Background: an optimization exercise with open tools, aiming at small area and a short achievable clock period. Do not read the settings as production practice.
In this exercise RTL edits were held to simulation tests only and were not proved equivalent to the original.
Power is estimated from default activity; no workload was simulated.

<file path="design.v">
module mips (
	input clk,
	input rst,
	output [31:0] imem_addr,
	input [31:0] imem_data,
	output [7:0] dmem_addr,
	output [31:0] dmem_wdata,
	output dmem_we,
	output dmem_re,
	output dmem_byte,
	input [31:0] dmem_rdata
);
	reg [31:2] pc;
	assign imem_addr = {pc, 2'b00};
	wire [5:0] op = imem_data[31:26];
	wire [4:0] rs = imem_data[25:21];
	wire [4:0] rt = imem_data[20:16];
	wire [4:0] rd = imem_data[15:11];
	wire [2:0] fn = imem_data[2:0];
	wire [15:0] imm = imem_data[15:0];
	wire [31:0] se = {{16{imm[15]}}, imm};
	wire r_type = (op == 6'b000000);
	wire addi   = (op == 6'b000010);
	wire subi   = (op == 6'b000011);
	wire andi   = (op == 6'b000100);
	wire ori    = (op == 6'b000101);
	wire slti   = (op == 6'b000111);
	wire move   = (op == 6'b100000);
	wire lw     = (op == 6'b001000);
	wire lb     = (op == 6'b001001);
	wire sw     = (op == 6'b010000);
	wire sb     = (op == 6'b010001);
	wire beq    = (op == 6'b100011);
	wire bne    = (op == 6'b100111);
	wire j      = (op == 6'b111000);
	wire jal    = (op == 6'b111001);
	wire reg_write = r_type | lw | lb | andi | ori | slti | addi | subi | move | jal;
	wire [4:0] wa = r_type ? rd : rt;
	wire r_add = fn[1] & ~fn[0];
	wire r_sub = fn[1] & fn[0] & ~fn[2];
	wire r_slt = fn[1] & fn[0] & fn[2];
	wire r_or  = ~fn[1] & fn[0] & fn[2];
	wire use_rt  = r_type | beq | bne;
	wire do_sub  = r_type ? (fn[1] & fn[0]) : (subi | slti | beq | bne);
	wire res_or  = r_type ? r_or : ori;
	wire res_slt = r_type ? r_slt : slti;
	wire res_sum = r_type ? fn[1] & ~(fn[2] & fn[0]) : (addi | subi | move);
	wire [31:0] q [0:31];
	assign q[0] = 32'b0;
	wire [31:0] wd;
	wire [31:0] wd_r = rst ? 32'b0 : wd;
	genvar gi;
	generate
		for (gi = 1; gi < 32; gi = gi + 1) begin : g_reg
			wire en = rst | (reg_write & (wa == gi));
			reg [31:0] r;
			always @(posedge clk)
				if (en) r <= wd_r;
			assign q[gi] = r;
		end
	endgenerate
	reg [31:0] a, rtv;
	integer i;
	always @(*) begin
		a = 32'b0;
		rtv = 32'b0;
		for (i = 1; i < 32; i = i + 1) begin
			a   = a   | (q[i] & {32{rs == i}});
			rtv = rtv | (q[i] & {32{rt == i}});
		end
	end
	wire [31:0] b = use_rt ? rtv : se;
	wire [31:0] bx = b ^ {32{do_sub}};
	wire [31:0] sum = a + bx + {31'b0, do_sub};
	wire lt = (a[31] ^ b[31]) ? a[31] : sum[31];
	wire [31:0] res = res_sum ? sum :
	                  res_slt ? {31'b0, lt} :
	                  res_or  ? (a | b) : (a & b);
	assign wd = lw ? dmem_rdata :
	            lb ? {{24{dmem_rdata[7]}}, dmem_rdata[7:0]} : res;
	assign dmem_addr  = a[7:0] + imm[7:0];
	assign dmem_wdata = rtv;
	assign dmem_we    = sw | sb;
	assign dmem_re    = lw | lb;
	assign dmem_byte  = sb | lb;
	wire z = ~a[31] & (sum[31] | (a == rtv));
	wire take = (beq & z) | (bne & ~z);
	wire [31:2] pc4 = pc + 30'd1;
	wire [31:2] pcb = pc4 + se[29:0];
	always @(posedge clk) begin
		if (rst)
			pc <= 30'b0;
		else if (j | jal)
			pc <= {pc[31:28], imem_data[25:0]};
		else if (take)
			pc <= pcb;
		else
			pc <= pc4;
	end
endmodule
</file>
<file path="run.sh">
#!/bin/bash
# synth_recipe.tcl (not shown) runs the flow's synth.tcl, then flattens the netlist and writes it again
# the make line also repeats each setting of config.mk as NAME=value (left out here)
make -C /OpenROAD-flow-scripts/flow DESIGN_CONFIG=/design/flow/config.mk WORK_HOME=/design/flow/orfs CLKGATE_MAP_FILE= SYNTH_SCRIPT=/design/flow/synth_recipe.tcl finish
</file>
<file path="config.mk">
export PLATFORM = sky130hd
export DESIGN_NAME = mips
export DESIGN_NICKNAME = mips
export VERILOG_FILES = /design/flow/design.v
export SDC_FILE = /design/flow/constraint.sdc
export NUM_CORES = 4
export LEC_CHECK = 0
export CAP_MARGIN = 20
export CORE_MARGIN = 2
export CORE_UTILIZATION = 40
export SLEW_MARGIN = 20
</file>
<file path="constraint.sdc">
create_clock -name core_clock -period 9.0 [get_ports {clk}]
set_input_delay 1.8000 -clock core_clock [delete_from_list [all_inputs] [get_ports {clk}]]
set_output_delay 1.8000 -clock core_clock [all_outputs]
set_load 0.01 [all_outputs]
</file>
==> results of run 1 <==
-- power by group --
part	switching [mW]	total, mW	leakage [nW]	internal (mW)
registers	0.271	5.99	10.4	5.72
logic	1.44	2.08	11.1	0.639
clock network	2.07	4.80	1.80	2.73
-- timing repair --
action | 4_1_cts | 5_1_grt
gates resized for setup | 0 | 1
setup buffers | 0 | 0
setup endpoints to repair | 0 | 1
-- cell families after synthesis --
| kind of cell | synth area share (%) |
|---|---|
| other | 0.00744 |
| AOI/OAI and AO/OA | 17.3 |
| adders and majority gates | 2.43 |
| and+or+nand+nor | 14.0 |
| xor gates and xnor gates | 2.57 |
| muxes | 0.633 |
| buffers and inverters | 2.88 |
| DFF | 60.3 |
-- layout make-up --
type | count | area (sq um)
diodes | 14 | 35.0
well taps | 1650 | 2060
inverters | 22 | 82.6
repair buffers | 528 | 4800
flip-flops and latches | 1022 | 30400
clock buffers | 125 | 2870
clock inverters | 80 | 868
fillers | 11100 | 64900
multi-input cells | 2691 | 19300
-- flip-flops by register name (all words and copies together), names as in the netlist --
| register | count |
|---|---|
| g.r | 992 |
| pc | 30 |
-- worst paths after layout --
path / depth (start not counted) / start / endpoint / slack [ns]
setup reg to reg: 23 / g_reg[9].r[3] / g_reg[10].r[30] / 2.40
setup / recovery: 17 / imem_data[23] / dmem_addr[7] / -0.01
hold / removal: 2 / pc[28] / pc[28] / 0.56
hold reg to reg: 2 / pc[28] / pc[28] / 0.56
-- layer usage --
metal  part of all wire, %  vias up  track usage [%]  wire length [um]
li1                      -    17200                -                 -
met1                    35    23200             57.4            106000
met2                    40     5069             63.0            120000
met3                    16     1561             18.0             48400
met4                   9.1       22             31.7             27400
met5                 0.077        -            0.629               232
-- worst max-delay path, cell delays in order --
cell	delay [ns]
clkdlybuf4s50_1	0.84
buf_4	0.28
nand3b_1	0.34
nor2_4	0.89
buf_4	0.55
a22oi_1	0.19
nand3_1	0.14
or4_1	0.18
buf_4	0.19
ha_1	0.28
a21oi_1	0.21
o21bai_1	0.09
a21oi_1	0.21
o21bai_1	0.09
a21oi_1	0.17
xnor2_1	0.14
clkdlybuf4s50_1	0.56
-- cells in the final DEF, fill, tap and decap left out, drive strengths merged, types with 19 or more instances in the layout --
cell | Yosys | layout
edfxtp | 992 | 992
a22oi | 624 | 624
and3 | 413 | 413
buf | 70 | 391
nand2 | 171 | 171
nand3 | 160 | 160
clkdlybuf4s50 | 0 | 137
nor2 | 137 | 137
a2111oi | 134 | 134
clkbuf | 256 | 125
nand4 | 105 | 105
xnor2 | 86 | 86
o21ai | 84 | 84
a21oi | 80 | 80
ha | 69 | 69
xor2 | 62 | 62
or4 | 58 | 58
and2 | 52 | 52
clkinv | 1 | 47
nor3 | 37 | 37
a21o | 36 | 36
a211oi | 35 | 35
a221oi | 32 | 32
maj3 | 30 | 30
dfxtp | 30 | 30
inv | 21 | 29
a222oi | 28 | 28
o21a | 24 | 24
nand2b | 19 | 19
==> results.cfg, run 1 <==
[routing]
drc = 0
wl_per_cell_um = 49.2
vias_per_cell = 7.67
num_vias = 47000
drt_wl_total_mm = 301
drt_pre_antenna_iters = 10
drt-initial-drc-count = 10400
ant_nets = 0

[worst_setup_path]
cp-end-kind = output port
crit_path_start_kind = input pin
cp.required_ns = 7.20
path_max_fanout = 14
critPathKind = in -> out
cp.arrival_ns = 7.21

[outcome]
status = failed layout checks
so_faults = setup timing

[placement]
routabilityCongestion = 1.02
portBuffers = 138
dp.cells = 5912
hpwl_mm = 192
place_area_sq_um = 56700
preCtsSetupSlack_ns = -0.207

[yosys]
synth-edff-count = 992
ys_seq_area_share_pct = 60.3
synth_ff_type = edfxtp_1
async_reset_ff_share_pct = 0
post-synth-top-count-cell = edfxtp_1
synthesis.area_sq_um = 50400
ys_top_cells_by_area = edfxtp_1, a22oi_1, and3_1
netlist.area_leader.share_pct = 59.1
synth_top_area_cell = edfxtp_1
yosysUniqueCellTypes = 87
synth_common_cells = edfxtp_1, a22oi_1, and3_1
syn_avg_cell_area_sq_um = 12.4
yosys_warnings = 1
netlist_instances = 4060
ys_ff_latch = 1022

[global_routing]
grt_overflow = 0
grt_max_degree = 50
track_usage_pct = 45.3
grt_first_pass_wirelength_mm = 394
antenna_found_initial = 25
grt_pass1_vias = 43000

[sta]
tightest_slew_ns = 1.29
finalHoldViolations = 0
hold_ws_ns = 0.564
finalMaxSlewViolations = 0
fin_tns_setup_ns = -0.00977
setup_viol = 1
timing.fmax_mhz = 111
slew_headroom_pct = 14.1
finClkSkew_ns = 0.0459
rsz0062_at_grt = no
setup_slack_ns = -0.00977
fin_crit_ns = 9.01
timing.final.crit_share_pct = 100

[clocking]
clockBufferDepth = 3
clk_transition_reported_paths_ns = 0.06
htree_levels = 3
insertion_delay_ns = 0.79
hold_buffers = 0
cts_buffers = 111
cts_sinks = 1022
root_buffer = clkbuf_16
cts_tree = built

[die]
die_h_um = 359
coreArea_sq_um = 125000
start_util_pct = 40.2
chipWidth_um = 359
dieArea_sq_um = 129000
num_io_pins = 141
row_count = 130

[pwr]
powerDensity_nw_per_um2 = 213
p_leak_nw = 23.4
vdd_ir_drop_max_mv = 0.151
power_mw = 12.9

[finish]
utilization_pct = 48.2
drive_gt1_share_pct = 16.9
area_delta_synth_final_pct = 19.9
fin_nets = 4514
postLayoutCellArea_sq_um = 60500
finalNonFillerCells = 6132

[worst_hold_path]
hp-class = reg -> reg

[flow_run]
cap_violations = 0
==> inputs of run 2 (changes only) <==
--- a/design.v
+++ b/design.v
@@ -59,26 +59,36 @@
 			assign q[gi] = r;
 		end
 	endgenerate
-	reg [31:0] a, rtv;
-	integer i;
-	always @(*) begin
-		a = 32'b0;
-		rtv = 32'b0;
-		for (i = 1; i < 32; i = i + 1) begin
-			a   = a   | (q[i] & {32{rs == i}});
-			rtv = rtv | (q[i] & {32{rt == i}});
+	wire [32*31-1:0] q_all;
+	wire [8*31-1:0]  q_lo;
+	wire [24*31-1:0] q_hi;
+	genvar gk;
+	generate
+		for (gk = 1; gk < 32; gk = gk + 1) begin : g_flat
+			assign q_all[32*gk-1 -: 32] = q[gk];
+			assign q_lo[8*gk-1 -: 8]    = q[gk][7:0];
+			assign q_hi[24*gk-1 -: 24]  = q[gk][31:8];
 		end
-	end
+	endgenerate
+	wire [31:0] a, rtv;
+	wire [31:1] hot_a_lo, hot_a_hi, hot_b;
+	rf_dec u_dec_a_lo (.sel(rs), .hot(hot_a_lo));
+	rf_dec u_dec_a_hi (.sel(rs), .hot(hot_a_hi));
+	rf_dec u_dec_b    (.sel(rt), .hot(hot_b));
+	rf_mux #(.W(8))  u_rd_a_lo (.hot(hot_a_lo), .q(q_lo),  .d(a[7:0]));
+	rf_mux #(.W(24)) u_rd_a_hi (.hot(hot_a_hi), .q(q_hi),  .d(a[31:8]));
+	rf_mux #(.W(32)) u_rd_b    (.hot(hot_b),    .q(q_all), .d(rtv));
 	wire [31:0] b = use_rt ? rtv : se;
 	wire [31:0] bx = b ^ {32{do_sub}};
-	wire [31:0] sum = a + bx + {31'b0, do_sub};
+	wire [31:0] sum;
+	ks_add #(.W(32), .L(5)) u_alu_add (.x(a), .y(bx), .ci(do_sub), .s(sum));
 	wire lt = (a[31] ^ b[31]) ? a[31] : sum[31];
 	wire [31:0] res = res_sum ? sum :
 	                  res_slt ? {31'b0, lt} :
 	                  res_or  ? (a | b) : (a & b);
 	assign wd = lw ? dmem_rdata :
 	            lb ? {{24{dmem_rdata[7]}}, dmem_rdata[7:0]} : res;
-	assign dmem_addr  = a[7:0] + imm[7:0];
+	ks_add #(.W(8), .L(3)) u_addr_add (.x(a[7:0]), .y(imm[7:0]), .ci(1'b0), .s(dmem_addr));
 	assign dmem_wdata = rtv;
 	assign dmem_we    = sw | sb;
 	assign dmem_re    = lw | lb;
@@ -98,3 +108,53 @@
 			pc <= pc4;
 	end
 endmodule
+module ks_add #(parameter W = 32, parameter L = 5) (
+	input  [W-1:0] x,
+	input  [W-1:0] y,
+	input          ci,
+	output [W-1:0] s
+);
+	wire [W-1:0] g [0:L];
+	wire [W-1:0] p [0:L];
+	wire [W-1:0] hp = x ^ y;
+	assign g[0] = (x & y) | {{(W-1){1'b0}}, hp[0] & ci};
+	assign p[0] = hp;
+	genvar l, k;
+	generate
+		for (l = 0; l < L; l = l + 1) begin : g_lvl
+			for (k = 0; k < W; k = k + 1) begin : g_bit
+				if (k >= (1 << l)) begin : g_op
+					assign g[l+1][k] = g[l][k] | (p[l][k] & g[l][k - (1 << l)]);
+					assign p[l+1][k] = p[l][k] & p[l][k - (1 << l)];
+				end else begin : g_pass
+					assign g[l+1][k] = g[l][k];
+					assign p[l+1][k] = p[l][k];
+				end
+			end
+		end
+	endgenerate
+	assign s = hp ^ {g[L][W-2:0], ci};
+endmodule
+module rf_dec (
+	input  [4:0]  sel,
+	output [31:1] hot
+);
+	genvar i;
+	generate
+		for (i = 1; i < 32; i = i + 1) begin : g_hot
+			assign hot[i] = (sel == i);
+		end
+	endgenerate
+endmodule
+module rf_mux #(parameter W = 32) (
+	input  [31:1]       hot,
+	input  [W*31-1:0]   q,
+	output reg [W-1:0]  d
+);
+	integer i;
+	always @(*) begin
+		d = {W{1'b0}};
+		for (i = 1; i < 32; i = i + 1)
+			d = d | (q[W*i-1 -: W] & {W{hot[i]}});
+	end
+endmodule
--- a/config.mk
+++ b/config.mk
@@ -7,5 +7,7 @@
 export LEC_CHECK = 0
 export CAP_MARGIN = 20
 export CORE_MARGIN = 2
-export CORE_UTILIZATION = 40
+export CORE_UTILIZATION = 45
+export SETUP_SLACK_MARGIN = 2.5
 export SLEW_MARGIN = 20
+export SYNTH_HIERARCHICAL = 1
==> results.cfg, run 2 <==
[outcome]
status = complete, no violations

[finish]
regMostFlops = g.r
layout_commonest_cell = edfxtp_1
fin_nets = 4435
reg_top3 = g.r x992, pc x30
final_cell_mix = edfxtp_1, a22oi_1, buf_4, nand4_1, nand3_1
fillers = 8940
area_delta_synth_final_pct = 24.6
largest_register_ffs = 992
drive_gt1_share_pct = 24.4

[yosys]
synth_common_cells = edfxtp_1, a22oi_1, nor2_1
netlist.area_leader.share_pct = 59.8
netlist_instances = 3825
yosys_warnings = 12
ys_top_cells_by_area = edfxtp_1, a22oi_1, a221oi_2
synth_top_area_cell = edfxtp_1
post-synth-top-count-cell = edfxtp_1
syn_avg_cell_area_sq_um = 13.0
synth-edff-count = 992
yosysUniqueCellTypes = 88
ys_ff_latch = 1022
synth_ff_type = edfxtp_1
async_reset_ff_share_pct = 0
synthesis.area_sq_um = 49800
ys_seq_area_share_pct = 61.0

[worst_setup_path]
cp-end-kind = output port
path_max_fanout = 8
crit_path_start_kind = input pin
cp.required_ns = 7.20
reg2reg_slack_ns = 3.57
cp.arrival_ns = 5.28
crit_slowest_cell = or4_4
slowest_delay_ns = 0.60
worstPathCellList = buf_6, buf_6, nand2_2, nor2_1, a22oi_1, nand3_1, or4_4, fa_2, inv_2, fa_2, nor2b_4, o31a_1, or4_4, nand3_2, buf_6
critPathKind = in -> out
crit_path_frequent_cell = buf_6

[global_routing]
track_usage_pct = 36.7
grt_overflow = 0
grt_max_degree = 49
grt_most_used_layer = met2
grt_use_met1_pct = 46.9
met2_usage_pct = 54.7
grt_first_pass_wirelength_mm = 293
gr-usage-met3_pct = 9.49
grt_pass1_vias = 38700
antenna_found_initial = 10

[die]
chipWidth_um = 337
num_io_pins = 141
dieArea_sq_um = 113000
row_count = 122
start_util_pct = 45.2
coreArea_sq_um = 110000
die_h_um = 337

[routing]
drt_pre_antenna_iters = 7
vias_per_cell = 7.06
drc = 0
num_vias = 41500
drt_wl_total_mm = 213
drt-initial-drc-count = 7169
ant_nets = 0
wl_per_cell_um = 36.3

[clocking]
insertion_delay_ns = 0.72
cts_tree = built
clk_transition_reported_paths_ns = 0.06
clockBufferDepth = 3
cts_buffers = 108
root_buffer = clkbuf_16
cts_sinks = 1022
htree_levels = 3

[sta]
setup_viol = 0
tightest_slew_ns = 1.14
finalHoldViolations = 0
fin_tns_setup_ns = 0
timing.fmax_mhz = 141
finClkSkew_ns = 0.0515
fin_crit_ns = 7.08
slew_headroom_pct = 23.9
setup_slack_ns = 1.92
rsz0062_at_grt = yes
timing.final.crit_share_pct = 78.7
finalMaxSlewViolations = 0

[placement]
portBuffers = 138
preCtsSetupSlack_ns = 0.151
hpwl_mm = 138
routabilityCongestion = 1.04

[pwr]
powerDensity_nw_per_um2 = 204
vdd_ir_drop_max_mv = 0.176
p_leak_nw = 21.9

[flow_run]
cap_violations = 0

[worst_hold_path]
hp-class = reg -> reg
[run 2: changes by cell type after synthesis, moves of 24 or more]
cell       change
xor2_1        -24
a222oi_1      +36
clkbuf_1      -51
and3_1       -402
a22oi_1      +144
a221oi_2      +69
a2111oi_0    -117
nand2_1       -73
nor2_1        +76
nor3_1        +24
a22o_1        +47
and2_1        -30
o21ai_0       -37
nand4_1       +54
[run 2: metrics by stage]
step	instance area [sq um]	hold WS [ns]	power (mW)	utilization [%]	cells
6_report	62000	0.623	12.6	56.3	5869
5_1_grt	62000	0.681	12.9	56.3	5867
4_1_cts	61000	0.633	12.4	55.3	5807
3_5_place_dp	55600	0.623	7.93	50.5	5496
3_3_place_gp	55600	0.599	7.92	50.5	5494
2_1_floorplan	50200	0.586	6.95	-	3827
[run 2: critical path: cells and delay by family]
family                   cells  cell delay (ns)
adder cells (fa/ha/maj)      2             0.63
buffers and inverters        4             0.45
AND/OR/NAND/NOR              7             1.84
AO/OA/AOI/OAI                2             0.55
[run 2: final timing paths]
path,startpoint,end,cells past startpoint
worst max-delay path,imem_data[24],dmem_addr[6],15
worst min-delay path,pc[31],pc[31],2
worst max register to register,g_reg[14].r[0],g_reg[13].r[24],20
worst min register to register,pc[31],pc[31],2
[run 2: what timing repair did]
| item | CTS | global route |
|---|---|---|
| setup buffers | 102 | 50 |
| setup endpoints to repair | 986 | 594 |
| gates resized for setup | 272 | 90 |
| hold buffers | 0 | 0 |
| pin swaps | 87 | 57 |
| cloned | 14 | 8 |
[run 2: Yosys stat by module, one instance, submodules excluded, excerpt]
module	cells	flops+latches	area, sq um
rf_dec	46	0	218
mips	1893	1022	36200
[run 2: cell families (layout without fill, tap and decap cells)]
logic type | Yosys count | count (layout) | share of synthesized area, %
xor+xnor | 142 | 142 | 2.50
buf+inv | 304 | 847 | 2.69
compound gates | 1349 | 1350 | 21.3
flops | 1022 | 1022 | 61.0
mux | 28 | 28 | 0.588
fa+ha+maj | 100 | 100 | 2.49
other cells | 1 | 6 | 0.00753
simple gates | 879 | 886 | 9.37
[run 2: final cells by class]
| class | count | area [sq um] | area share (%) |
|---|---|---|---|
| Multi-Input combinational cell | 2509 | 20100 | 32.4 |
| Clock buffer | 132 | 2790 | 4.50 |
| Tap cell | 1488 | 1860 | 3.00 |
| Timing Repair Buffer | 614 | 6130 | 9.88 |
| Antenna cell | 3 | 7.51 | 0.0121 |
| Clock inverter | 63 | 619 | 0.998 |
| Inverter | 38 | 143 | 0.230 |
| Sequential cell | 1022 | 30400 | 49.0 |
[run 2: per-layer routing]
metal  vias to the layer above  share of wire (%)
li1                      16900                  -
met1                     20400                 35
met2                      3462                 43
met3                       708                 13
met4                        10                8.3
met5                         -              0.028
[run 2: power breakdown]
group	leakage, nW	internal, mW	switching [mW]
registers	10.4	5.71	0.213
logic	9.85	0.863	1.44
clock network	1.65	2.51	1.91
total	21.9	9.08	3.56
==> inputs of run 3 (changes only) <==
--- a/config.mk
+++ b/config.mk
@@ -8,6 +8,6 @@
 export CAP_MARGIN = 20
 export CORE_MARGIN = 2
 export CORE_UTILIZATION = 45
-export SETUP_SLACK_MARGIN = 2.5
+export SETUP_SLACK_MARGIN = 1.0
 export SLEW_MARGIN = 20
 export SYNTH_HIERARCHICAL = 1
==> results.cfg, run 3 <==
[outcome]
status = complete, no violations

[pwr]
p_leak_nw = 20.2
powerDensity_nw_per_um2 = 206
vdd_ir_drop_max_mv = 0.160
power_mw = 12.0

[sta]
fin_crit_ns = 7.87
timing.fmax_mhz = 127
tightest_slew_ns = 1.24
timing.final.crit_share_pct = 87.5
finalHoldViolations = 0
fin_tns_setup_ns = 0
setup_viol = 0
slew_headroom_pct = 17.2
finalMaxSlewViolations = 0
finClkSkew_ns = 0.0395
rsz0062_at_grt = no

[finish]
postLayoutCellArea_sq_um = 58100
drive_gt1_share_pct = 16.0
fin_nets = 4206
reg_top3 = g.r x992, pc x30
regMostFlops = g.r
area_delta_synth_final_pct = 16.6
final_cell_mix = edfxtp_1, a22oi_1, buf_4, nand3_1, nand4_1
layout_commonest_cell = edfxtp_1
largest_register_ffs = 992

[worst_setup_path]
reg2reg_slack_ns = 3.22
cp-end-kind = register
cp.required_ns = 9.47
critPathKind = in -> reg
r2r_cells = 16
r2r_start = g_reg[14].r[0]
crit_path_start_kind = input pin
r2r-end = g_reg[8].r[30]
crit_end = g_reg[8].r[30]
cp.arrival_ns = 8.34
path_max_fanout = 31
startpoint = imem_data[19]

[yosys]
netlist_instances = 3825
synthesis.area_sq_um = 49800
async_reset_ff_share_pct = 0
synth_top_area_cell = edfxtp_1
yosysUniqueCellTypes = 88
ys_top_cells_by_area = edfxtp_1, a22oi_1, a221oi_2
netlist.area_leader.share_pct = 59.8
ys_ff_latch = 1022
syn_avg_cell_area_sq_um = 13.0
synth-edff-count = 992
synth_common_cells = edfxtp_1, a22oi_1, nor2_1
ys_seq_area_share_pct = 61.0
post-synth-top-count-cell = edfxtp_1
yosys_warnings = 12
synth_ff_type = edfxtp_1

[placement]
portBuffers = 138
routabilityCongestion = 0.961
hpwl_mm = 132
place_area_sq_um = 54700

[clocking]
clk_transition_reported_paths_ns = 0.06
insertion_delay_ns = 0.71
cts_sinks = 1022
htree_levels = 3
cts_buffers = 105
root_buffer = clkbuf_16
cts_tree = built
clockBufferDepth = 3
hold_buffers = 0

[routing]
wl_per_cell_um = 34.0
ant_nets = 0
num_vias = 39200
drt_wl_total_mm = 192
drt-initial-drc-count = 5520
vias_per_cell = 6.95
drc = 0
drt_pre_antenna_iters = 10

[global_routing]
antenna_found_initial = 9
grt_overflow = 0
grt_max_degree = 77
grt_pass1_vias = 37000
grt_first_pass_wirelength_mm = 269
track_usage_pct = 33.2

[worst_hold_path]
hold_path_depth = 2
hp-class = reg -> reg

[die]
num_io_pins = 141
coreArea_sq_um = 110000
row_count = 122
dieArea_sq_um = 113000
start_util_pct = 45.2
chipWidth_um = 337
die_h_um = 337

[flow_run]
cap_violations = 0
-- run 3: cell types whose count changed in the layout (fill, tap and decap cells not counted), moves of 21 or more --
cell and delta:
buf_4 -131, or4_4 -39, buf_12 -41, nand3_1 +22
nand3_2 -21, nor3_4 -26, buf_6 -39, or4_1 +39
-- run 3: final cells by class --
type | count | area (sq um)
Inverter | 38 | 143
Timing Repair Buffer | 396 | 3640
Antenna cell | 4 | 10.0
Fill cell | 9395 | 52100
Clock inverter | 52 | 473
Tap cell | 1488 | 1860
Clock buffer | 131 | 2730
Sequential cell | 1022 | 30400
Multi-Input combinational cell | 2501 | 18800
-- run 3: power breakdown --
part           leakage [nW]  internal, mW  switching, mW  total, mW
registers              10.4          5.71          0.205       5.91
clock network          1.55          2.31           1.86       4.17
logic                  8.21         0.629           1.26       1.89
total                  20.2          8.65           3.32       12.0
-- run 3: routing by layer --
layer	track usage, %	vias up	part of all wire [%]
li1	-	16400	-
met1	42.8	19700	38
met2	51.4	2491	45
met3	5.52	525	9.3
met4	23.2	6	8.2
met5	0	-	0.025
-- run 3: metrics by stage --
stage | util [%] | setup slack, ns | cells | hold slack (ns)
finish | 52.7 | 1.13 | 5632 | 0.615
detailed placement | 49.7 | 0.275 | 5439 | 0.605
floorplan | - | 1.29 | 3827 | 0.586
CTS | 52.6 | 1.01 | 5624 | 0.614
global route | 52.7 | 1.02 | 5629 | 0.647
global placement | 49.7 | 0.329 | 5439 | 0.596
-- run 3: cell families after synthesis --
group,after synthesis,share of synthesized area (%)
AO/OA/AOI/OAI,1349,21.3
XOR/XNOR,142,2.50
adder cells (fa/ha/maj),100,2.49
buffers and inverters,304,2.69
flip-flops,1022,61.0
multiplexers,28,0.588
other,1,0.00753
AND/OR/NAND/NOR,879,9.37
-- run 3: modules after synthesis, one instance, submodules excluded, a selection --
module	times used	cells inside	flip-flops and latches	area, sq um
mips	1	1893	1022	36200
rf_dec	3	46	0	218
-- run 3: worst max-delay path, stage by stage --
cell and delay [ns]:
clkdlybuf4s50_1 0.70, or2_2 0.28, nor2_4 0.18, buf_4 0.25, a22o_1 0.22, a221oi_2 0.20, nand3_1 0.32, or4_1 0.77
mux2_2 0.35, xnor2_1 0.14, ha_1 0.42, nand2_1 0.18, nor4_1 0.62, a21oi_1 0.16, a211oi_2 0.44, nor3_1 0.10
nor3_1 0.45, a221oi_2 0.17, nor3_2 0.19, buf_4 0.34
-- run 3: what timing repair did --
action	CTS	global route
pin swaps	2	2
endpoints found under the setup margin	7	143
setup buffers	2	4
resized for setup	20	7
-- run 3: worst min path at each step --
stage,slack [ns],startpoint,endpoint
2_1_floorplan,0.59,pc[31],pc[31]
3_3_place_gp,0.60,pc[31],pc[31]
3_5_place_dp,0.60,pc[31],pc[31]
4_1_cts,0.61,pc[31],pc[31]
5_1_grt,0.65,pc[31],pc[31]
6_report,0.61,pc[31],pc[31]
==> inputs of run 4 (changes only) <==
--- a/design.v
+++ b/design.v
@@ -81,14 +81,18 @@
 	wire [31:0] b = use_rt ? rtv : se;
 	wire [31:0] bx = b ^ {32{do_sub}};
 	wire [31:0] sum;
-	ks_add #(.W(32), .L(5)) u_alu_add (.x(a), .y(bx), .ci(do_sub), .s(sum));
+	wire [31:0] alu_c;
+	ks_carry #(.W(32), .L(5)) u_alu_carry (.x(a), .y(bx), .ci(do_sub), .c(alu_c));
+	assign sum = a ^ bx ^ alu_c;
 	wire lt = (a[31] ^ b[31]) ? a[31] : sum[31];
 	wire [31:0] res = res_sum ? sum :
 	                  res_slt ? {31'b0, lt} :
 	                  res_or  ? (a | b) : (a & b);
 	assign wd = lw ? dmem_rdata :
 	            lb ? {{24{dmem_rdata[7]}}, dmem_rdata[7:0]} : res;
-	ks_add #(.W(8), .L(3)) u_addr_add (.x(a[7:0]), .y(imm[7:0]), .ci(1'b0), .s(dmem_addr));
+	wire [7:0] addr_c;
+	ks_carry #(.W(8), .L(3)) u_addr_carry (.x(a[7:0]), .y(imm[7:0]), .ci(1'b0), .c(addr_c));
+	assign dmem_addr = a[7:0] ^ imm[7:0] ^ addr_c;
 	assign dmem_wdata = rtv;
 	assign dmem_we    = sw | sb;
 	assign dmem_re    = lw | lb;
@@ -108,17 +112,16 @@
 			pc <= pc4;
 	end
 endmodule
-module ks_add #(parameter W = 32, parameter L = 5) (
+module ks_carry #(parameter W = 32, parameter L = 5) (
 	input  [W-1:0] x,
 	input  [W-1:0] y,
 	input          ci,
-	output [W-1:0] s
+	output [W-1:0] c
 );
 	wire [W-1:0] g [0:L];
 	wire [W-1:0] p [0:L];
-	wire [W-1:0] hp = x ^ y;
-	assign g[0] = (x & y) | {{(W-1){1'b0}}, hp[0] & ci};
-	assign p[0] = hp;
+	assign g[0] = {x[W-2:0] & y[W-2:0], ci};
+	assign p[0] = {x[W-2:0] | y[W-2:0], 1'b0};
 	genvar l, k;
 	generate
 		for (l = 0; l < L; l = l + 1) begin : g_lvl
@@ -133,7 +136,7 @@
 			end
 		end
 	endgenerate
-	assign s = hp ^ {g[L][W-2:0], ci};
+	assign c = g[L];
 endmodule
 module rf_dec (
 	input  [4:0]  sel,
--- a/config.mk
+++ b/config.mk
@@ -8,6 +8,6 @@
 export CAP_MARGIN = 20
 export CORE_MARGIN = 2
 export CORE_UTILIZATION = 45
-export SETUP_SLACK_MARGIN = 1.0
+export SETUP_SLACK_MARGIN = 2.5
 export SLEW_MARGIN = 20
 export SYNTH_HIERARCHICAL = 1
==> results.cfg, run 4 <==
[outcome]
status = complete, no violations

[die]
start_util_pct = 45.3
num_io_pins = 141
coreArea_sq_um = 109000
die_h_um = 335
chipWidth_um = 335
dieArea_sq_um = 112000
row_count = 121

[clocking]
insertion_delay_ns = 0.72
cts_sinks = 1022
root_buffer = clkbuf_16
clk_transition_reported_paths_ns = 0.06
htree_levels = 3
cts_tree = built
clockBufferDepth = 3
hold_buffers = 0
cts_buffers = 107

[finish]
ff_latch_area_sq_um = 30400
fillers = 8599
postLayoutCellArea_sq_um = 62900
multiInputGateArea_sq_um = 20400
area_delta_synth_final_pct = 27.7
largest_register_ffs = 992
final_cell_mix = edfxtp_1, a22oi_1, buf_4, nand4_1, nand3_1
regMostFlops = g.r
drive_gt1_share_pct = 27.5
reg_top3 = g.r x992, pc x30
fin_nets = 4348
layout_commonest_cell = edfxtp_1

[pwr]
vdd_ir_drop_max_mv = 0.177
p_leak_nw = 22.1
powerDensity_nw_per_um2 = 200

[yosys]
netlist_instances = 3721
synthesis.area_sq_um = 49300
yosys_warnings = 12
syn_avg_cell_area_sq_um = 13.2

[worst_hold_path]
hp-class = reg -> reg

[sta]
hold_ws_ns = 0.618
rsz0062_at_grt = yes
timing.final.crit_share_pct = 84.4
finalHoldViolations = 0
finClkSkew_ns = 0.0299
finalMaxSlewViolations = 0
setup_viol = 0
slew_headroom_pct = 14.9
tightest_slew_ns = 1.27
fin_crit_ns = 7.59
setup_slack_ns = 1.41
timing.fmax_mhz = 132

[global_routing]
grt_pass1_vias = 38700
antenna_found_initial = 8
grt_overflow = 0
track_usage_pct = 36.4
grt_first_pass_wirelength_mm = 290
grt_max_degree = 59

[flow_run]
cap_violations = 0

[worst_setup_path]
crit_end = g_reg[6].r[0]
startpoint = imem_data[16]
cp-end-kind = register
critPathKind = in -> reg
r2r_start = g_reg[14].r[1]
slowest_delay_ns = 0.61
r2r-end = g_reg[6].r[0]
crit_path_start_kind = input pin
crit_slowest_cell = or4_4
cp.arrival_ns = 8.16
reg2reg_slack_ns = 2.72
path_max_fanout = 15
r2r_cells = 23
cp.required_ns = 9.57

[routing]
wl_per_cell_um = 37.0
num_vias = 41400
vias_per_cell = 7.20
drt-initial-drc-count = 6883
drt_wl_total_mm = 213
drt_pre_antenna_iters = 11
ant_nets = 0
drc = 0

[placement]
hpwl_mm = 129
place_area_sq_um = 54500
routabilityCongestion = 0.989
portBuffers = 138
preCtsSetupSlack_ns = -0.0143
==> run 4: layout make-up <==
class,count,area share [%]
flip-flops and latches,1022,48.3
clock buffers,116,4.31
well taps,1414,2.81
repair buffers,649,10.8
inverters,22,0.131
clock inverters,81,1.17
diodes,2,0.00796
multi-input cells,2444,32.5
==> run 4: worst min path at each step <==
stage,depth (start not counted),end,start,slack [ns]
2_1_floorplan,2,pc[31],pc[31],0.56
3_3_place_gp,2,pc[31],pc[31],0.60
3_5_place_dp,2,pc[31],pc[31],0.60
4_1_cts,2,pc[31],pc[31],0.62
5_1_grt,2,pc[31],pc[31],0.65
6_report,2,pc[31],pc[31],0.62
==> run 4: routing by layer <==
metal | GRT usage [%] | part of all wire [%]
met1 | 45.0 | 35
met2 | 54.4 | 43
met3 | 11.2 | 13
met4 | 26.0 | 9.1
met5 | 0 | 0.022
==> run 4: worst max-delay path, delay by kind of cell <==
kind            cells  cell delay (ns)
simple gates        9             2.31
mux                 2             0.41
buf+inv             8             1.23
xor+xnor            2             0.34
compound gates      9             2.05
==> run 4: per-stage QoR <==
step	total power, mW	utilization (%)	TNS, ns	cells
after floorplan	6.91	-	0	3726
after global routing	12.9	57.9	0	5748
after CTS	12.4	56.4	0	5675
final	12.6	57.9	0	5750
after detailed placement	7.76	50.2	-0.0143	5276
after global placement	7.74	50.1	0	5274
==> run 4: where the power goes <==
group / total, mW / internal, mW / switching [mW]
logic: 2.27 / 0.917 / 1.35
registers: 5.93 / 5.71 / 0.214
clock network: 4.41 / 2.47 / 1.95
total: 12.6 / 9.10 / 3.51
==> run 4: repair_timing <==
| action | 4_1_cts | 5_1_grt |
|---|---|---|
| gates resized for setup | 401 | 140 |
| setup endpoints to repair | 950 | 749 |
| cloned | 32 | 21 |
| pin swaps | 204 | 105 |
| buffers inserted | 170 | 51 |
==> inputs of run 5 (changes only) <==
--- a/config.mk
+++ b/config.mk
@@ -5,9 +5,10 @@
 export SDC_FILE = /design/flow/constraint.sdc
 export NUM_CORES = 4
 export LEC_CHECK = 0
+export ABC_AREA = 1
 export CAP_MARGIN = 20
 export CORE_MARGIN = 2
-export CORE_UTILIZATION = 45
-export SETUP_SLACK_MARGIN = 2.5
+export CORE_UTILIZATION = 50
+export SETUP_SLACK_MARGIN = 3.0
 export SLEW_MARGIN = 20
 export SYNTH_HIERARCHICAL = 1
==> results.cfg, run 5 <==
[outcome]
status = failed layout checks
so_faults = capacitance limit, slew limit

[sta]
timing.fmax_mhz = 166
tightest_slew_ns = 2.06
fin_crit_ns = 6.04
finalMaxSlewViolations = 3
finClkSkew_ns = 0.0508
setup_viol = 0
timing.final.crit_share_pct = 67.1
finalHoldViolations = 0
setup_slack_ns = 2.96
slew_headroom_pct = -39.0
fin_tns_setup_ns = 0
rsz0062_at_grt = yes

[worst_setup_path]
path_max_fanout = 11
crit_path_frequent_cell = nand2_1
critPathKind = in -> out
slowest_delay_ns = 0.21
crit_path_start_kind = input pin
cp.required_ns = 7.20
r2r_cells = 22
r2r-end = pc[31]
reg2reg_slack_ns = 4.66
cp.arrival_ns = 4.24
worstPathCellList = buf_12, inv_4, nand2_4, nor3_1, buf_4, nand2_1, nand2_1, nor2_1, nand2_1, nor2_1, nand2_4, nor2_2, nor2_2, and2_1, nand2_1, nand2_1, xnor2_1, xor2_1, buf_2
r2r_start = pc[2]
crit_slowest_cell = nor2_1
cp-end-kind = output port

[finish]
final_cell_mix = nand2_1, edfxtp_1, nor2_1, inv_1, buf_4
regMostFlops = g.r
layout_commonest_cell = nand2_1
largest_register_ffs = 992
postLayoutCellArea_sq_um = 67700
finalNonFillerCells = 9187
fin_nets = 7693
area_delta_synth_final_pct = 18.9
reg_top3 = g.r x992, pc x30
fillers = 9814
drive_gt1_share_pct = 12.5

[yosys]
netlist_instances = 7278
yosys_warnings = 12
syn_avg_cell_area_sq_um = 7.83
synthesis.area_sq_um = 57000

[placement]
place_area_sq_um = 60500
dp.cells = 8818
routabilityCongestion = 0.964
hpwl_mm = 135
portBuffers = 138
preCtsSetupSlack_ns = 1.12

[clocking]
clockBufferDepth = 3
insertion_delay_ns = 0.75
htree_levels = 3
cts_buffers = 112
hold_buffers = 0
cts_tree = built
clk_transition_reported_paths_ns = 0.07
root_buffer = clkbuf_16
cts_sinks = 1022

[routing]
drt_pre_antenna_iters = 7
drc = 0
drt-initial-drc-count = 6004
num_vias = 51000
vias_per_cell = 5.55
ant_nets = 0
drt_wl_total_mm = 213
wl_per_cell_um = 23.2

[die]
num_io_pins = 141
start_util_pct = 50.5
dieArea_sq_um = 117000
die_h_um = 342
row_count = 123
chipWidth_um = 342
coreArea_sq_um = 113000

[pwr]
powerDensity_nw_per_um2 = 188
p_leak_nw = 31.8
vdd_ir_drop_max_mv = 0.172
power_mw = 12.7

[worst_hold_path]
hold_path_depth = 2
hp-class = reg -> reg
hp-start = pc[30]
whs_endpoint = pc[30]

[global_routing]
grt_pass1_vias = 46800
grt_first_pass_wirelength_mm = 300
antenna_found_initial = 4
grt_max_degree = 46
track_usage_pct = 35.0
grt_overflow = 0

[flow_run]
cap_violations = 1
==> run 5: area by class of cell <==
class	instances	area, sq um	area share [%]
Sequential cell	1022	30400	44.9
Clock inverter	69	652	0.962
Inverter	394	1530	2.26
Timing Repair Buffer	429	4610	6.81
Antenna cell	2	5.00	0.00739
Clock buffer	139	2900	4.29
Multi-Input combinational cell	5632	25800	38.0
Tap cell	1500	1880	2.77
==> run 5: how the worst max path moves through the flow <==
stage | start | endpoint | slack [ns] | cells past startpoint
2_1_floorplan | imem_data[20] | g_reg[10].r[0] | 3.01 | 29
4_1_cts | imem_data[25] | dmem_addr[7] | 2.87 | 19
5_1_grt | imem_data[24] | dmem_addr[7] | 2.82 | 19
6_report | imem_data[24] | dmem_addr[7] | 2.96 | 19
3_3_place_gp | imem_data[24] | dmem_addr[6] | 1.19 | 16
3_5_place_dp | imem_data[24] | dmem_addr[6] | 1.12 | 16
==> run 5: critical path, delay by kind of cell <==
family                 cells  cell delay, ns
buffers and inverters      4            0.54
AND/OR/NAND/NOR           13            1.50
XOR/XNOR                   2            0.37
==> run 5: per-stage QoR <==
stage	hold WS, ns	utilization, %
floorplan	0.526	-
global placement	0.602	53.6
detailed placement	0.616	53.6
CTS	0.630	58.8
global route	0.656	60.0
finish	0.619	60.0
==> run 5: per-layer routing <==
metal	routed length, um	track usage [%]	vias up
li1	-	-	23700
met1	84300	47.9	23900
met2	94300	54.6	2901
met3	25000	7.47	516
met4	9230	13.9	2
met5	13	0	-
==> run 5: power by group <==
group / leakage [nW] / internal, mW / total, mW / switching, mW
clock: 1.73 / 2.53 / 4.54 / 2.01
sequential: 10.4 / 5.78 / 6.00 / 0.218
combinational: 19.7 / 0.652 / 2.19 / 1.54
==> run 5: repair_timing <==
item,4_1_cts,5_1_grt
cloned,10,12
hold endpoints to repair,0,0
gates resized for setup,474,178
endpoints found under the setup margin,979,556
pin swaps,49,85
buffers inserted,74,63

[static timing again, ports no longer ideal]
In the flow no input, the clock included, has a driving cell. The finished layouts below were timed again as built, in two steps.
Step 1: set_driving_cell puts a clkbuf_16 on clk and a buf_2 on each other input, an assumption about the parent block.
Step 2 times the ports against the registers' clock, not the clock port: input delays grow and output delays shrink by t, the midpoint of the rising clock arrivals with the driver on.
Three values: ideal ports, drivers, drivers and shift; two values: the first two.
run | t, ns | setup WS [ns] | worst register clock-pin slew, ns
run 1 | 0.837 | -0.010 / -0.037 / -0.491 | 0.07 / 0.07
run 2 | 0.774 | 1.916 / 1.869 / 1.364 | 0.07 / 0.07
run 3 | 0.766 | 1.128 / 1.069 / 0.404 | 0.07 / 0.07
run 4 | 0.781 | 1.406 / 1.432 / 0.651 | 0.07 / 0.07
run 5 | 0.791 | 2.962 / 2.886 / 2.210 | 0.07 / 0.07
The setup slack of run 4, which loses most, moves by +0.026 ns with the drivers and by -0.755 ns with both steps.
